Background: an optimization exercise with open tools, aiming at small area. Do not read the settings as production practice.
Only simulation tests tie the RTL to the original design; equivalence was not proved.
No activity file was given, so power comes from the tool's default toggle rates.

## north
## fifo
module fifo (in,out,clk,rst,rd_en,wr_en,is_full,is_empty,x_dest,y_dest);
	parameter n_input=5, data_width=8, addr_width=3;
	input [n_input*(data_width+2*addr_width)-1:0] in;
	input [n_input-1:0] rd_en;
	input [n_input-1:0] wr_en;
	input clk;
	input rst;
	output [n_input*(data_width+2*addr_width)-1:0] out;
	output [n_input-1:0] is_full;
	output [n_input-1:0] is_empty;
	output [n_input*addr_width-1:0] x_dest;
	output [n_input*addr_width-1:0] y_dest;
	localparam W = data_width+2*addr_width;
	genvar i;
	generate for (i = 0; i < n_input; i = i + 1) begin : g_ch
		sync_fifo ch (.in(in[i*W +: W]),.out(out[i*W +: W]),.clk(clk),.rst(rst),.is_full(is_full[i]),.is_empty(is_empty[i]),.rd_en(rd_en[i]),.wr_en(wr_en[i]),.x_dest(x_dest[i*addr_width +: addr_width]),.y_dest(y_dest[i*addr_width +: addr_width]));
	end endgenerate
endmodule
==> flow/config.mk <==
export PLATFORM = sky130hd
export DESIGN_NAME = fifo
export DESIGN_NICKNAME = fifo
export VERILOG_FILES = /design/flow/design.v
export SDC_FILE = /design/flow/constraint.sdc
export NUM_CORES = 4
export LEC_CHECK = 0
export CAP_MARGIN = 20
export CORE_MARGIN = 2
export CORE_UTILIZATION = 40
export SLEW_MARGIN = 20
==> flow/constraint.sdc <==
create_clock -name core_clock -period 8.0 [get_ports {clk}]
set_input_delay 1.6000 -clock core_clock [delete_from_list [all_inputs] [get_ports {clk}]]
set_output_delay 1.6000 -clock core_clock [all_outputs]
set_load 0.01 [all_outputs]
standard.sh (not shown) runs the stock make flow with config.mk's settings and CLKGATE_MAP_FILE= SYNTH_SCRIPT=/design/flow/synth_recipe.tcl, a recipe that flattens the netlist after the stock synthesis.
==> flow/flow/run.sh <==
#!/bin/bash
# The standard ORFS layout (standard.sh) with area-oriented changes:
#  - after floorplan, the combinational logic is re-mapped for area (restructure.tcl)
#  - before repair_design, every combinational cell takes its smallest
#    equivalent size (downsize.tcl); repair_design then fixes slew/cap
#  - ports are buffered with buf_1
#  - the clock tree uses clkbuf_4 leaf clusters and no dummy loads
# make's full output goes to standard.log; ORFS keeps each step's log under orfs/logs.
set -e
here=$(pwd)
export POST_FLOORPLAN_TCL=$here/flow/restructure.tcl
export PRE_RESIZE_TCL=$here/flow/downsize.tcl
export BUFFER_PORTS_ARGS="-buffer_cell sky130_fd_sc_hd__buf_1"
export CTS_ARGS="-sink_clustering_enable -repair_clock_nets -dont_use_dummy_load -buf_list {sky130_fd_sc_hd__clkbuf_4} -sink_clustering_size 10 -sink_clustering_max_diameter 60"
bash standard.sh CORE_UTILIZATION=60 GPL_TIMING_DRIVEN=0 SLEW_MARGIN=10 CAP_MARGIN=10 finish > standard.log 2>&1
==> flow/flow/downsize.tcl <==
# Give every combinational cell its smallest equivalent; repair_design runs next.
sta::make_equiv_cells [get_libs *]
set n 0
foreach inst [get_cells *] {
  set lc [get_lib_cells -of_objects $inst]
  if {$lc eq "NULL" || $lc eq ""} continue
  set nm [get_name $lc]
  if {[string match "*df*" $nm] || [string match "*dl*" $nm]} continue
  set best $lc
  set ba [get_property $lc area]
  foreach c [sta::find_equiv_cells $lc] {
    if {$c eq "NULL" || $c eq ""} continue
    set cn [get_name $c]
    if {[lsearch -exact $::env(DONT_USE_CELLS) $cn] >= 0} continue
    if {[string match "*lpflow*" $cn] || [string match "*probe*" $cn]} continue
    set a [get_property $c area]
    if {$a < $ba} { set best $c; set ba $a }
  }
  if {$best != $lc} { replace_cell $inst $best; incr n }
}
puts "downsize: resized $n instances"
==> flow/flow/restructure.tcl <==
# Re-map the combinational logic between the registers for area (ABC via OpenROAD).
set rmp_dir $::env(OBJECTS_DIR)/rmp
file mkdir $rmp_dir
set_dont_use $::env(DONT_USE_CELLS)
restructure -target area -liberty_file [lindex $::env(LIB_FILES) 0] \
  -tielo_port sky130_fd_sc_hd__conb_1/LO -tiehi_port sky130_fd_sc_hd__conb_1/HI \
  -work_dir $rmp_dir -abc_logfile $::env(LOG_DIR)/2_1_restructure_abc.log
north: PASS, flow complete, no timing, DRC or antenna violations
diff inputs: north => south
==> flow/flow/run.sh <==
#!/bin/bash
# Standard ORFS layout, with the port buffers and the clock tree built from
# small cells.
set -e
export BUFFER_PORTS_ARGS="-buffer_cell sky130_fd_sc_hd__buf_1"
export CTS_ARGS="-sink_clustering_enable -repair_clock_nets -dont_use_dummy_load -buf_list {sky130_fd_sc_hd__clkbuf_4} -sink_clustering_size 10 -sink_clustering_max_diameter 60"
bash standard.sh CORE_UTILIZATION=40 finish > standard.log 2>&1
removed: flow/flow/downsize.tcl
removed: flow/flow/restructure.tcl
==> run notes <==
On met1 layer usage reported by global route, the lower figure sits with south, not north. Maximum fanout count along the critical path is lower on south. Changes observed in south relative to north: final area grew by 1.8%, highest achievable clock rate grew by about 12%. met5 as the highest routed metal layer was reported by south, and met4 by north.
[inputs] east vs south
==> flow/flow/run.sh <==
#!/bin/bash
# The standard ORFS layout (standard.sh) with area-oriented changes:
#  - after floorplan, the combinational logic is re-mapped for area (restructure.tcl)
#  - before repair_design, every combinational cell takes its smallest
#    equivalent size (downsize.tcl); repair_design then fixes slew/cap
#  - ports are buffered with buf_1
#  - the clock tree uses clkbuf_4 leaf clusters and no dummy loads
# make's full output goes to standard.log; ORFS keeps each step's log under orfs/logs.
set -e
here=$(pwd)
export POST_FLOORPLAN_TCL=$here/flow/restructure.tcl
export PRE_RESIZE_TCL=$here/flow/downsize.tcl
export BUFFER_PORTS_ARGS="-buffer_cell sky130_fd_sc_hd__buf_1"
export CTS_ARGS="-sink_clustering_enable -repair_clock_nets -dont_use_dummy_load -buf_list {sky130_fd_sc_hd__clkbuf_4} -sink_clustering_size 10 -sink_clustering_max_diameter 60"
bash standard.sh CORE_UTILIZATION=60 finish > standard.log 2>&1
==> flow/flow/downsize.tcl (new file) <==
# Give every combinational cell its smallest equivalent; repair_design runs next.
sta::make_equiv_cells [get_libs *]
set n 0
foreach inst [get_cells *] {
  set lc [get_lib_cells -of_objects $inst]
  if {$lc eq "NULL" || $lc eq ""} continue
  set nm [get_name $lc]
  if {[string match "*df*" $nm] || [string match "*dl*" $nm]} continue
  set best $lc
  set ba [get_property $lc area]
  foreach c [sta::find_equiv_cells $lc] {
    if {$c eq "NULL" || $c eq ""} continue
    set cn [get_name $c]
    if {[lsearch -exact $::env(DONT_USE_CELLS) $cn] >= 0} continue
    if {[string match "*lpflow*" $cn] || [string match "*probe*" $cn]} continue
    set a [get_property $c area]
    if {$a < $ba} { set best $c; set ba $a }
  }
  if {$best != $lc} { replace_cell $inst $best; incr n }
}
puts "downsize: resized $n instances"
==> flow/flow/restructure.tcl (new file) <==
# Re-map the combinational logic between the registers for area (ABC via OpenROAD).
set rmp_dir $::env(OBJECTS_DIR)/rmp
file mkdir $rmp_dir
set_dont_use $::env(DONT_USE_CELLS)
restructure -target area -liberty_file [lindex $::env(LIB_FILES) 0] \
  -tielo_port sky130_fd_sc_hd__conb_1/LO -tiehi_port sky130_fd_sc_hd__conb_1/HI \
  -work_dir $rmp_dir -abc_logfile $::env(LOG_DIR)/2_1_restructure_abc.log
## What came out
- Each of the runs, namely east and south, reached the end of the flow and came out clean.
- On total internal power, south beats east.
- Summary of the comparison: delay of the slowest cell on the worst path is lower in east, relative to south.
- Changes observed in east relative to south: final critical path time including I/O delays and setup up 460 ps, power share of the clock group down 1.2 points.
- In east, the sequential share of layout area came out 2.3 points above the value in south.
- The timing-limited maximum frequency in south is 1.12 times that in east.
- Where worst setup slack is concerned, south is better than east.
- Diff south -> east | global-route usage | increase of 8.2 points

========
Setup of build 23:
Starting RTL as in the previous note.
clock: 8.0 ns
lec_check: 0
cap_margin: 20
core_margin: 2
core_utilization: 40
slew_margin: 20
==> flow/flow/run.sh <==
#!/bin/bash
# The standard ORFS layout (standard.sh) with area-oriented changes:
#  - after floorplan, the combinational logic is re-mapped for area (restructure.tcl,
#    then aoi.tcl re-maps the 4-way AND-OR reads)
#  - before repair_design, every combinational cell takes its smallest
#    equivalent size (downsize.tcl); repair_design then fixes slew/cap
#  - ports are buffered with buf_1
#  - the clock tree uses clkbuf_4 leaf clusters and no dummy loads
# make's full output goes to standard.log; ORFS keeps each step's log under orfs/logs.
set -e
here=$(pwd)
export POST_FLOORPLAN_TCL=$here/flow/restructure.tcl
export PRE_RESIZE_TCL=$here/flow/downsize.tcl
export BUFFER_PORTS_ARGS="-buffer_cell sky130_fd_sc_hd__buf_1"
export CTS_ARGS="-sink_clustering_enable -repair_clock_nets -dont_use_dummy_load -buf_list {sky130_fd_sc_hd__clkbuf_4} -sink_clustering_size 11 -sink_clustering_max_diameter 60"
bash standard.sh CORE_UTILIZATION=60 SLEW_MARGIN=5 CAP_MARGIN=5 finish > standard.log 2>&1
==> flow/flow/aoi.tcl <==
# Re-map each 4-way AND-OR built as a22o_1 -> a221o_1 (the a22o output used only by
# the a221o's C1 input) into a222oi_1 + two nand2_1:
#   X = A1A2 | B1B2 | (C:A1A2 | C:B1B2)
#     = nand2(a222oi(A1A2, B1B2, C:A1A2), nand2(C:B1, C:B2))
proc aoi_remap {} {
  set db [ord::get_db]
  set blk [ord::get_db_block]
  set m222 [$db findMaster sky130_fd_sc_hd__a222oi_1]
  set mnd [$db findMaster sky130_fd_sc_hd__nand2_1]
  set n 0
  foreach inst [$blk getInsts] {
    if {[[$inst getMaster] getName] ne "sky130_fd_sc_hd__a221o_1"} continue
    set cnet [[$inst findITerm C1] getNet]
    if {$cnet eq "NULL"} continue
    if {[llength [$cnet getBTerms]] != 0} continue
    set its [$cnet getITerms]
    if {[llength $its] != 2} continue
    set drv ""
    foreach it $its { if {[$it isOutputSignal]} { set drv [$it getInst] } }
    if {$drv eq "" || [[$drv getMaster] getName] ne "sky130_fd_sc_hd__a22o_1"} continue
    set xnet [[$inst findITerm X] getNet]
    foreach p {A1 A2 B1 B2} { set o($p) [[$inst findITerm $p] getNet]; set d($p) [[$drv findITerm $p] getNet] }
    set nm [$inst getName]
    set y1 [odb::dbNet_create $blk "${nm}_aoi_y1"]
    set y2 [odb::dbNet_create $blk "${nm}_aoi_y2"]
    set g1 [odb::dbInst_create $blk $m222 "${nm}_aoi_g1"]
    set g2 [odb::dbInst_create $blk $mnd "${nm}_aoi_g2"]
    set g3 [odb::dbInst_create $blk $mnd "${nm}_aoi_g3"]
    odb::dbInst_destroy $inst
    odb::dbInst_destroy $drv
    odb::dbNet_destroy $cnet
    [$g1 findITerm A1] connect $o(A1); [$g1 findITerm A2] connect $o(A2)
    [$g1 findITerm B1] connect $o(B1); [$g1 findITerm B2] connect $o(B2)
    [$g1 findITerm C1] connect $d(A1); [$g1 findITerm C2] connect $d(A2)
    [$g1 findITerm Y] connect $y1
    [$g2 findITerm A] connect $d(B1); [$g2 findITerm B] connect $d(B2)
    [$g2 findITerm Y] connect $y2
    [$g3 findITerm A] connect $y1; [$g3 findITerm B] connect $y2
    [$g3 findITerm Y] connect $xnet
    incr n
  }
  puts "aoi_remap: re-mapped $n AND-OR pairs"
}
==> flow/flow/restructure.tcl <==
# Re-map the combinational logic between the registers for area (ABC via OpenROAD).
set rmp_dir $::env(OBJECTS_DIR)/rmp
file mkdir $rmp_dir
set_dont_use $::env(DONT_USE_CELLS)
restructure -target area -liberty_file [lindex $::env(LIB_FILES) 0] \
  -tielo_port sky130_fd_sc_hd__conb_1/LO -tiehi_port sky130_fd_sc_hd__conb_1/HI \
  -work_dir $rmp_dir -abc_logfile $::env(LOG_DIR)/2_1_restructure_abc.log

# The 4-way AND-OR reads of the slots: a222oi + 2 nand2 instead of a22o + a221o.
source [file join [file dirname [info script]] aoi.tcl]
aoi_remap
Other scripts of this flow, unchanged in this note and not shown: flow/flow/downsize.tcl
Input-level comparison between build 63 and build 23:
diff --git a/flow/flow/run.sh b/flow/flow/run.sh
--- a/flow/flow/run.sh
+++ b/flow/flow/run.sh
@@ -14,3 +14,3 @@
 export BUFFER_PORTS_ARGS="-buffer_cell sky130_fd_sc_hd__buf_1"
-export CTS_ARGS="-sink_clustering_enable -repair_clock_nets -dont_use_dummy_load -buf_list {sky130_fd_sc_hd__clkbuf_4} -sink_clustering_size 11 -sink_clustering_max_diameter 60"
-bash standard.sh CORE_UTILIZATION=60 SLEW_MARGIN=5 CAP_MARGIN=5 finish > standard.log 2>&1
+export CTS_ARGS="-sink_clustering_enable -repair_clock_nets -dont_use_dummy_load -buf_list {sky130_fd_sc_hd__clkbuf_4} -sink_clustering_size 10 -sink_clustering_max_diameter 60"
+bash standard.sh CORE_UTILIZATION=60 SLEW_MARGIN=5 CAP_MARGIN=5 PLACE_DENSITY=0.75 finish > standard.log 2>&1
==> run notes <==
The higher worst setup slack came out of build 23. Relative to build 23, the detailed route wirelength on metal3 of build 63 is lower by 460 um. For maximum number of pins on one net before global-route repair, build 23 and build 63 come out practically identical. Between build 63 and build 23, worst vdd rail ir drop is lower for build 23, build 63 comes in above that. Of the two candidates, build 23 has the worse final routed wirelength across all metal layers and build 63 the better one. Summary — largest stage delay on the critical path, build 63 relative to build 23: higher, by 0.02 ns. Build 23 and build 63 ended up with roughly the same utilization. Compared build 63 vs build 23, and total power consumption of the routed design is up in build 63. For area of all placed cells without fillers, build 23 and build 63 come out practically identical.
### build 63 -> build 45
diff --git a/flow/flow/run.sh b/flow/flow/run.sh
--- a/flow/flow/run.sh
+++ b/flow/flow/run.sh
@@ -15,2 +15,2 @@
 export CTS_ARGS="-sink_clustering_enable -repair_clock_nets -dont_use_dummy_load -buf_list {sky130_fd_sc_hd__clkbuf_4} -sink_clustering_size 10 -sink_clustering_max_diameter 60"
-bash standard.sh CORE_UTILIZATION=60 SLEW_MARGIN=5 CAP_MARGIN=5 PLACE_DENSITY=0.75 finish > standard.log 2>&1
+bash standard.sh CORE_UTILIZATION=60 SLEW_MARGIN=5 CAP_MARGIN=5 finish > standard.log 2>&1
On total power after layout, build 45 tracks build 63 almost exactly. [compare] base=build 63 new=build 45: minimum setup slack in the final design went up; worst-case headroom to the max-slew limit saw a decrease; combinational power share saw little to no change; utilization level.
### build 45 -> build 12
diff --git a/flow/flow/run.sh b/flow/flow/run.sh
--- a/flow/flow/run.sh
+++ b/flow/flow/run.sh
@@ -2,4 +2,3 @@
 # The standard ORFS layout (standard.sh) with area-oriented changes:
-#  - after floorplan, the combinational logic is re-mapped for area (restructure.tcl,
-#    then aoi.tcl re-maps the 4-way AND-OR reads)
+#  - after floorplan, the combinational logic is re-mapped for area (restructure.tcl)
 #  - before repair_design, every combinational cell takes its smallest
diff --git a/flow/flow/restructure.tcl b/flow/flow/restructure.tcl
--- a/flow/flow/restructure.tcl
+++ b/flow/flow/restructure.tcl
@@ -7,5 +7 @@
   -work_dir $rmp_dir -abc_logfile $::env(LOG_DIR)/2_1_restructure_abc.log
-
-# The 4-way AND-OR reads of the slots: a222oi + 2 nand2 instead of a22o + a221o.
-source [file join [file dirname [info script]] aoi.tcl]
-aoi_remap
removed: flow/flow/aoi.tcl
--- outcome ---
Side by side, final non-filler cell area turned out higher in build 12 than in build 45.
Build 12 ends up with a detailed placer's ending HPWL that is about 2.7% higher than in build 45.
Build 12: detailed-routing wirelength on met1 about 0.6% below build 45
Compared with build 45, in build 12 setup slack shrank by 0.077 ns; hold violation total from the final report held steady; sequential fraction of total cell area dropped 0.44 points; global-route met2 utilization rose 3.0 points; first-iteration detailed-routing DRC count fell by 23%.
Between build 12 and build 45, met1 track demand over resource is lower for build 12, build 45 comes in above that.

========
fifo again, from the RTL that the note above started with.
Settings: LEC_CHECK=0, CAP_MARGIN=20, CORE_MARGIN=2, CORE_UTILIZATION=40, SLEW_MARGIN=20; clock period 8.0 ns.
run.sh (not shown) runs the stock make flow with config.mk's settings and CLKGATE_MAP_FILE= SYNTH_SCRIPT=/design/flow/synth_recipe.tcl, a recipe that flattens the netlist after the stock synthesis.
Stock flow here: none of the scripts above is used.
The first run completed without violations.
Then changed:
==> flow/flow/run.sh (new file) <==
#!/bin/bash
# Standard ORFS layout, with the port buffers and the clock tree built from
# small cells.
set -e
export BUFFER_PORTS_ARGS="-buffer_cell sky130_fd_sc_hd__buf_1"
export CTS_ARGS="-sink_clustering_enable -repair_clock_nets -dont_use_dummy_load -buf_list {sky130_fd_sc_hd__clkbuf_4} -sink_clustering_size 10 -sink_clustering_max_diameter 60"
bash standard.sh CORE_UTILIZATION=65 finish > standard.log 2>&1
==> flow/standard.sh (new file) <==
#!/bin/bash
# synth_recipe.tcl (not shown) runs the flow's synth.tcl, then flattens the netlist and writes it again
# the make line also repeats each setting of config.mk as NAME=value (left out here)
make -C /OpenROAD-flow-scripts/flow DESIGN_CONFIG=/design/flow/config.mk WORK_HOME=/design/flow/orfs CLKGATE_MAP_FILE= SYNTH_SCRIPT=/design/flow/synth_recipe.tcl "${@:-finish}"
removed: flow/run.sh
Result: Power decreases by 23%; final area went down by 13%; die area is lower by 38%; count of clock-buffer cells in the layout fell by 4; final cell count came out lower by 12%; core utilization went up by 21 points; critical path depth is unchanged; hold slack is better by 0.029 ns; worst setup slack improves by 0.20 ns; via count goes up by 1.4%; sequential power hardly moves.
Then changed:
==> flow/flow/run.sh (replaced) <==
#!/bin/bash
# Standard ORFS layout, with the port buffers and the clock tree built from
# small cells.
set -e
cp standard.sh standard_sh.txt
cp config.mk config_mk.txt
export BUFFER_PORTS_ARGS="-buffer_cell sky130_fd_sc_hd__buf_1"
export CTS_ARGS="-sink_clustering_enable -repair_clock_nets -dont_use_dummy_load -buf_list {sky130_fd_sc_hd__clkbuf_4 sky130_fd_sc_hd__clkbuf_8}"
bash standard.sh > standard.log 2>&1
What happened: The changed run produced a clean layout; setup slack is better by 0.098 ns; design area grows by a few percent; final cell count grows by roughly a tenth; critical path depth stays the same; synthesized cell count does not change; core utilization shrinks by 26 points; via count shrinks slightly; sequential power barely changes; flip-flop and latch count stays the same; area after synthesis does not change; power grows by about a fifth.

-- afterwards: timing with drivers on the ports --
How much do the figures lean on ideal ports? The routed layouts below were timed once more, with nothing changed but the port constraints. Step 1: set_driving_cell puts a clkbuf_16 on clk and a buf_2 on each other input, an assumption about the parent block. Step 2 times the ports against the registers' clock, not the clock port: input delays grow and output delays shrink by t, the midpoint of the rising clock arrivals with the driver on. Slacks: ideal / step 1 / step 2; pairs: ideal / step 1.
| run | shift t [ns] | setup WS [ns] | slew at the worst register clock pin (ns) | worst slew at a driven data input, ns |
|---|---|---|---|---|
| north | 0.678 | 3.623 / 3.586 / 4.264 | 0.11 / 0.11 | 0.07 |
| south | 0.649 | 4.090 / 4.046 / 4.695 | 0.11 / 0.11 | 0.06 |
| east | 0.671 | 3.633 / 3.594 / 4.265 | 0.11 / 0.11 | 0.07 |
| build 23 | 0.656 | 3.660 / 3.618 / 4.274 | 0.12 / 0.12 | 0.07 |
| build 63 | 0.663 | 3.642 / 3.601 / 4.264 | 0.11 / 0.11 | 0.06 |
| build 45 | 0.665 | 3.686 / 3.644 / 4.308 | 0.11 / 0.11 | 0.07 |
| build 12 | 0.667 | 3.609 / 3.567 / 4.234 | 0.12 / 0.12 | 0.07 |
| the first run of note 3 | 0.548 | 3.917 / 3.870 / 4.388 | 0.06 / 0.06 | 0.06 |
| the second run of note 3 | 0.664 | 4.116 / 4.075 / 4.739 | 0.11 / 0.11 | 0.08 |
| the third run of note 3 | 0.583 | 4.214 / 4.169 / 4.752 | 0.06 / 0.06 | 0.07 |
After both steps setup and hold are still met in every run listed.
